Source: an optimization exercise on an open RTL-to-GDS flow (aim: small area, a short achievable clock period and few clock cycles). Production flows keep margins and buffers that such runs may drop. Only the layout flow was run in this run; the RTL was not checked for function there. Power is estimated from default activity; no workload was simulated.

<file path="design/flow/config.mk">
export PLATFORM = sky130hd
export DESIGN_NAME = reuleaux
export DESIGN_NICKNAME = reuleaux
export VERILOG_FILES = /design/flow/design.v
export SDC_FILE = /design/flow/constraint.sdc
export NUM_CORES = 4
export LEC_CHECK = 0
export CAP_MARGIN = 20
export CORE_MARGIN = 2
export CORE_UTILIZATION = 40
export SLEW_MARGIN = 20
</file>
<file path="design/flow/constraint.sdc">
create_clock -name core_clock -period 10.0 [get_ports {clk}]
set_input_delay 2.0000 -clock core_clock [delete_from_list [all_inputs] [get_ports {clk}]]
set_output_delay 2.0000 -clock core_clock [all_outputs]
set_load 0.01 [all_outputs]
</file>
<file path="design/flow/run.sh">
#!/bin/bash
# synth_recipe.tcl (not shown) runs the flow's synth.tcl, then flattens the netlist and writes it again
# the make line also repeats each setting of config.mk as NAME=value (left out here)
make -C /OpenROAD-flow-scripts/flow DESIGN_CONFIG=/design/flow/config.mk WORK_HOME=/design/flow/orfs CLKGATE_MAP_FILE= SYNTH_SCRIPT=/design/flow/synth_recipe.tcl finish
</file>
<file path="design/flow/design.v">
module circle_control(input logic clk, input logic rst_n, input logic [2:0] colour,
                      input logic [7:0] centre_x, input logic [6:0] centre_y, input logic [7:0] diameter,
                      input logic start, output logic done,
                      output logic [7:0] vga_x, output logic [6:0] vga_y,
                      output logic [2:0] vga_colour, output logic vga_plot);
     logic [17:0] m6;
     logic [18:0] m3;
     assign m6 = diameter * 10'd297 + 18'd510;      
     assign m3 = diameter * 11'd1185 + 19'd1019;    
     logic [6:0] k6;
     logic [7:0] k3;
     assign k6 = m6[16:10];
     assign k3 = m3[18:11];
     logic [6:0] dh;                                
     assign dh = diameter[7:1] + {6'd0, diameter[0]};
     logic [7:0] y1;       
     logic [6:0] y1lo;     
     logic [7:0] kk;       
     logic [6:0] y3;       
     logic [6:0] t3;       
     logic       en3;      
     logic [8:0] y3s;
     logic [7:0] y1c;
     assign y1c = centre_y + k6;
     assign y3s = {2'b00, centre_y} - {1'b0, k3};
     always_ff @(posedge clk) begin
          y1   <= y1c;
          y1lo <= (y1c > 8'd119) ? y1c[6:0] - 7'd119 : 7'd0;
          kk   <= k6 + k3;
          y3   <= y3s[6:0];
          t3   <= 7'd99 - y3s[6:0];
          en3  <= !y3s[8] && (y3s[7:0] <= 8'd99);
     end
     logic [6:0] cxlo;     
     logic [7:0] cxhi;     
     logic       cxok;     
     logic       en2;      
     assign cxlo = (centre_x > 8'd159) ? centre_x[6:0] - 7'd31 : 7'd0;
     assign cxhi = 8'd159 - centre_x;
     assign cxok = (centre_x <= 8'd159);
     assign en2  = (centre_x >= {1'b0, dh}) && (centre_x != 8'd0);
     logic [7:0] ox, oy;
     logic [9:0] crit;      
     logic [2:0] ptr;
     logic busy;
     logic [8:0] u, w;
     assign u = {1'b0, ox} - {2'b00, dh};
     assign w = {1'b0, oy} - {2'b00, dh};
     logic upos, wpos, unn, wnn;    
     assign unn  = !u[8];
     assign wnn  = !w[8];
     assign upos = unn && (u[7:0] != 8'd0);
     assign wpos = wnn && (w[7:0] != 8'd0);
     logic eq, ax;
     assign eq = (ox == oy);
     assign ax = (oy == 8'd0);
     logic xa1, xb1, xa2, xb2, x3a, x3b, x3c;
     assign xa1 = upos && (u[7:0] < centre_x) && (u[7:0] >= {1'b0, cxlo});
     assign xb1 = wpos && (w[7:0] < centre_x) && (w[7:0] >= {1'b0, cxlo});
     assign xa2 = unn && en2 && cxok && (u[7:0] <= cxhi);
     assign xb2 = wnn && en2 && cxok && (w[7:0] <= cxhi);
     assign x3a = cxok && (oy <= cxhi) && !(centre_x == 8'd0 && ax);
     assign x3b = (oy < centre_x) && (oy >= {1'b0, cxlo});
     assign x3c = (ox < centre_x) && (ox >= {1'b0, cxlo});
     logic ya, yb, y3x, y3y;
     assign ya  = (oy < y1) && (oy >= {1'b0, y1lo});
     assign yb  = (ox < y1) && (ox >= {1'b0, y1lo});
     assign y3x = en3 && (ox > kk) && (ox <= {1'b0, t3});
     assign y3y = en3 && (oy > kk) && (oy <= {1'b0, t3});
     logic [6:0] cand;
     assign cand[0] = xa1 && ya;
     assign cand[1] = xb1 && yb && !eq;
     assign cand[2] = xa2 && ya && !(eq && !ax);
     assign cand[3] = xb2 && yb && !ax;
     assign cand[4] = x3a && y3x && !eq;
     assign cand[5] = x3b && y3x && !ax;
     assign cand[6] = x3c && y3y && !eq;
     logic [6:0] rem, rest;
     assign rem = cand & (7'h7f << ptr);
     logic [2:0] sidx;
     always_comb begin
          sidx = 3'd0;
          for (int i = 6; i >= 0; i--) if (rem[i]) sidx = i[2:0];
     end
     assign rest = rem & ~(7'd1 << sidx);
     logic [7:0] xo, yo, ybase;
     logic xs, ys;
     always_comb begin
          case (sidx)
               3'd0: begin xo = u[7:0]; xs = 1'b1; ybase = y1;          yo = oy; ys = 1'b1; end
               3'd1: begin xo = w[7:0]; xs = 1'b1; ybase = y1;          yo = ox; ys = 1'b1; end
               3'd2: begin xo = u[7:0]; xs = 1'b0; ybase = y1;          yo = oy; ys = 1'b1; end
               3'd3: begin xo = w[7:0]; xs = 1'b0; ybase = y1;          yo = ox; ys = 1'b1; end
               3'd4: begin xo = oy;     xs = 1'b0; ybase = {1'b0, y3};  yo = ox; ys = 1'b0; end
               3'd5: begin xo = oy;     xs = 1'b1; ybase = {1'b0, y3};  yo = ox; ys = 1'b0; end
               default: begin xo = ox;  xs = 1'b1; ybase = {1'b0, y3};  yo = oy; ys = 1'b0; end
          endcase
     end
     logic [7:0] px;  logic [6:0] py;
     assign px = xs ? centre_x - xo : centre_x + xo;
     assign py = ys ? ybase[6:0] - yo[6:0] : ybase[6:0] + yo[6:0];
     logic cpos;
     assign cpos = !crit[9] && (crit != 10'd0);
     logic [7:0] ox_n, oy_n;
     logic [9:0] crit_n;
     assign oy_n   = oy + 8'd1;
     assign ox_n   = cpos ? ox - 8'd1 : ox;
     assign crit_n = crit + 10'd1 + {1'b0, oy, 1'b0} - (cpos ? {1'b0, ox, 1'b0} : 10'd0);
     logic adv;
     assign adv = (rest == 7'd0);
     always_ff @(posedge clk) begin
          vga_colour <= colour;
          if (!rst_n || !start) begin
               ox       <= diameter;
               oy       <= 8'd0;
               crit     <= 10'd1 - {2'b00, diameter};
               ptr      <= 3'd0;
               busy     <= 1'b1;
               done     <= 1'b0;
               vga_plot <= 1'b0;
          end else if (busy) begin
               vga_plot <= (rem != 7'd0);
               vga_x    <= px;
               vga_y    <= py;
               if (adv) begin
                    ox   <= ox_n;
                    oy   <= oy_n;
                    crit <= crit_n;
                    ptr  <= 3'd0;
                    if (oy_n > ox_n) begin
                         busy <= 1'b0;
                         done <= 1'b1;
                    end
               end else begin
                    ptr <= sidx + 3'd1;
               end
          end else begin
               vga_plot <= 1'b0;
          end
     end
endmodule
module reuleaux(input logic clk, input logic rst_n, input logic [2:0] colour,
                input logic [7:0] centre_x, input logic [6:0] centre_y, input logic [7:0] diameter,
                input logic start, output logic done,
                output logic [7:0] vga_x, output logic [6:0] vga_y,
                output logic [2:0] vga_colour, output logic vga_plot);
     circle_control u_ctl(.clk(clk), .rst_n(rst_n), .colour(colour), .centre_x(centre_x),
                          .centre_y(centre_y), .diameter(diameter), .start(start), .done(done),
                          .vga_x(vga_x), .vga_y(vga_y), .vga_colour(vga_colour), .vga_plot(vga_plot));
endmodule
</file>
==> impl_metrics.toml <==
[cts]
clock-sinks = 87
cts_tree = "yes"
root_buffer = "clkbuf_16"
cts_hold_buf = 0
cts_buffers = 9
clk_latency_ps = 360
clockBufferDepth = 2
htree_levels = 3
clk_pin_slew_ps = 70

[floorplan]
die_x_um = 183
io_pins = 49
rows = 65
die_h_um = 183
initial_core_util = 0.405
coreArea_um2 = 31500
dieArea_um2 = 33300

[cells_and_area]
nets = 1951
area_delta_synth_final_pct = 15.3
final_cell_count_no_fill = 2011
final_cell_mix = "285 x ha_1, 163 x inv_1, 107 x buf_4"
fill_cells = 3036
finish.instance_area_um2 = 14700
diodes = 0
drive_above_1_share = 0.106
final_common_cell = "ha_1"
final_util = 0.467

[pwr]
power_mw = 3.63
switching_power_mw = 1.68
p_int_mw = 1.95
pwr-share-seq = 0.176
peakVddDrop_mv = 0.134
power_frac_clock = 0.095
p_leak_nw = 7.01
pwr-share-comb = 0.729
swShare = 0.463
powerDensity_nw_per_um2 = 247

[route]
vias = 11200
drtIter0Drc = 747
first_pass_iters = 5
vias_per_cell = 5.58
wl_um = 39000
antenna_left = 0
post_drt_wl_per_cell_um = 19.4
drc = 0

[timing]
relSlewSlack = 0.299
fin_setup_tns_ps = 0
min_period_ps = 9320
drv_slew = 0
hold_viol_final = 0
fmax_mhz = 107
clock_skew_ps = 11.3
setup_viol = 0
min_period_over_period = 0.932
worstMarginPinSlew_ps = 1050
rsz0062_at_grt = "no"

[yosys]
synth_fp_nets = 1833
async_flop_share = 0
synth_flop_cell = "dfxtp_1"
syn_area_um2 = 12800
synth_edf_count = 33
ys_ff_latch = 87
synth-seq-area-share = 0.162
syn_avg_cell_area_um2 = 8.58
yosysUniqueCellTypes = 84
ys_warn_count = 1
syn-instance-count = 1486

[worst_hold_path]
hold_class = "reg2reg"

[global_routing]
use_met2 = 0.403
grt-busiest-layer = "met2"
grtUsageMet3 = 0.0277
antenna_found_initial = 1
first_global_vias = 11100
gr-total-overflow = 0
grt_util_all_layers = 0.238
grt_pass1_wl_um = 61500
use_met1 = 0.315
grt_max_degree = 36

[placed_design]
io_buffer_count = 48
routabilityCongestion = 0.968
dp.cells = 1991
placed_area_um2 = 14300
hpwlAfterDp_um = 31700

[critical_path]
crit_top_cell = "ha_1"
arrival_ps = 9420
crit_path_top_delay_cell = "clkdlybuf4s50_1"
worst-setup-path-type = "in2reg"
end_kind = "flip-flop"
start_kind = "primary input"
max_stage_delay_ps = 540
crit_required_ps = 10100
cp_max_fo = 18

[run]
cap_violations = 0

[outcome]
outcome = "complete, no violations"
==> registers in the layout, summed over array words and instances (netlist names) <==
register / count
u_ctl.vga_plot: 1
u_ctl.ox: 8
u_ctl.y3: 7
u_ctl.vga_y: 7
u_ctl.kk: 8
u_ctl.vga_colour: 3
u_ctl.busy: 1
u_ctl.ptr: 3
u_ctl.y1: 8
u_ctl.oy: 8
u_ctl.crit: 10
u_ctl.vga_x: 8
u_ctl.t3: 6
u_ctl.y1lo: 7
u_ctl.done: 1
u_ctl.en3: 1
==> metal layers <==
layer,up-vias,part of all wire
met4,0,0.035
met5,-,0
met2,334,0.47
met3,79,0.053
li1,5524,-
met1,5276,0.45
==> kinds of logic (layout without fill, tap and decap cells) <==
family / Yosys count / count (layout) / share of synthesized area
adder cells (fa/ha/maj): 322 / 322 / 0.334
AND/OR/NAND/NOR: 357 / 357 / 0.145
AO/OA/AOI/OAI: 366 / 366 / 0.190
flip-flops: 87 / 87 / 0.162
XOR/XNOR: 125 / 125 / 0.0892
buffers and inverters: 212 / 335 / 0.0650
multiplexers: 17 / 17 / 0.0138
==> synth_stat cells, drive strengths merged, types with 12 or more instances <==
| master | count | area, um^2 |
|---|---|---|
| a211oi | 14 | 120 |
| a21o | 43 | 323 |
| a21oi | 106 | 531 |
| and2 | 12 | 75.1 |
| buf | 16 | 92.6 |
| clkbuf | 32 | 120 |
| dfxtp | 54 | 1080 |
| edfxtp | 33 | 991 |
| fa | 32 | 641 |
| ha | 286 | 3580 |
| inv | 164 | 616 |
| mux2i | 15 | 154 |
| nand2 | 72 | 270 |
| nand2b | 28 | 175 |
| nand3 | 37 | 185 |
| nand4 | 18 | 113 |
| nor2 | 74 | 278 |
| nor2b | 25 | 156 |
| nor3 | 26 | 130 |
| nor4 | 14 | 87.6 |
| o21a | 20 | 150 |
| o21ai | 81 | 405 |
| o21bai | 18 | 135 |
| xnor2 | 89 | 795 |
| xor2 | 34 | 298 |
==> worst paths after layout <==
path,start,endpoint,slack (ps),depth (start not counted)
max,diameter[2],u_ctl.vga_y[6]$_DFFE_PP_,680,41
min,u_ctl.done$_SDFFE_PN0P_,u_ctl.done$_SDFFE_PN0P_,510,1
max reg2reg,u_ctl.ox[0]$_DFFE_PP_,u_ctl.vga_y[6]$_DFFE_PP_,2070,40
min reg2reg,u_ctl.done$_SDFFE_PN0P_,u_ctl.done$_SDFFE_PN0P_,510,1
==> area by class of cell <==
type	count	area, um^2	area share
timing repair buffer	155	1290	0.0876
clock inverter	7	72.6	0.00494
clock buffer	9	225	0.0153
multi-input combinational	1187	9930	0.675
inverter	164	616	0.0419
tap	402	503	0.0342
sequential	87	2070	0.141
==> per-stage QoR <==
stage	setup slack (ps)	hold slack (ps)
3_5_place_dp	-192	504
4_1_cts	176	520
6_report	685	510
2_1_floorplan	156	463
5_1_grt	15.4	538
3_3_place_gp	-101	516
==> power groups by stage <==
stage	Sequential, mW	Combinational, mW	Clock [mW]
4_1_cts	0.639	2.62	0.352
3_3_place_gp	0.646	2.55	0
6_report	0.639	2.65	0.345
2_1_floorplan	0.630	1.83	0
3_5_place_dp	0.647	2.61	0
5_1_grt	0.651	2.99	0.364
==> worst max-delay path, delay by kind of cell <==
kind | cells | cell delay, ps
fa+ha+maj | 6 | 1650
simple gates | 12 | 1610
compound gates | 9 | 1460
buf+inv | 7 | 1440
xor+xnor | 5 | 780
mux | 2 | 480
==> repair_timing <==
item | CTS | global route
endpoints found under the setup margin | 0 | 5
gates resized for setup | 0 | 18
buffers inserted | 0 | 4
endpoints found under the hold margin | 0 | 0

separate check: timing with driven ports:
In the flow no input, the clock included, has a driving cell. The finished layout below was timed again as built, in two steps. Step 1 (the two cells are an assumption about what drives the block):
set clk [get_ports {clk}]
set_driving_cell -lib_cell sky130_fd_sc_hd__clkbuf_16 $clk
set_driving_cell -lib_cell sky130_fd_sc_hd__buf_2 [delete_from_list [all_inputs] $clk]
Step 2, shift: input delay + t, output delay - t, t = (earliest + latest rising clock arrival at the registers) / 2. This alone moves slack from input paths to output paths. Three values: ideal ports, drivers, drivers and shift; two values: the first two.
t (ns): 0.396
setup WS [ns]: 0.685 / 0.675 / 0.279
hold slack, ns: 0.510 / 0.510 / 0.510
worst setup path at the end: input to register
cell pins on the clock port's net: 1
After both steps setup and hold are still met in this run. For this run, drivers alone change the setup slack by -0.010 ns; drivers and shift together by -0.406 ns.
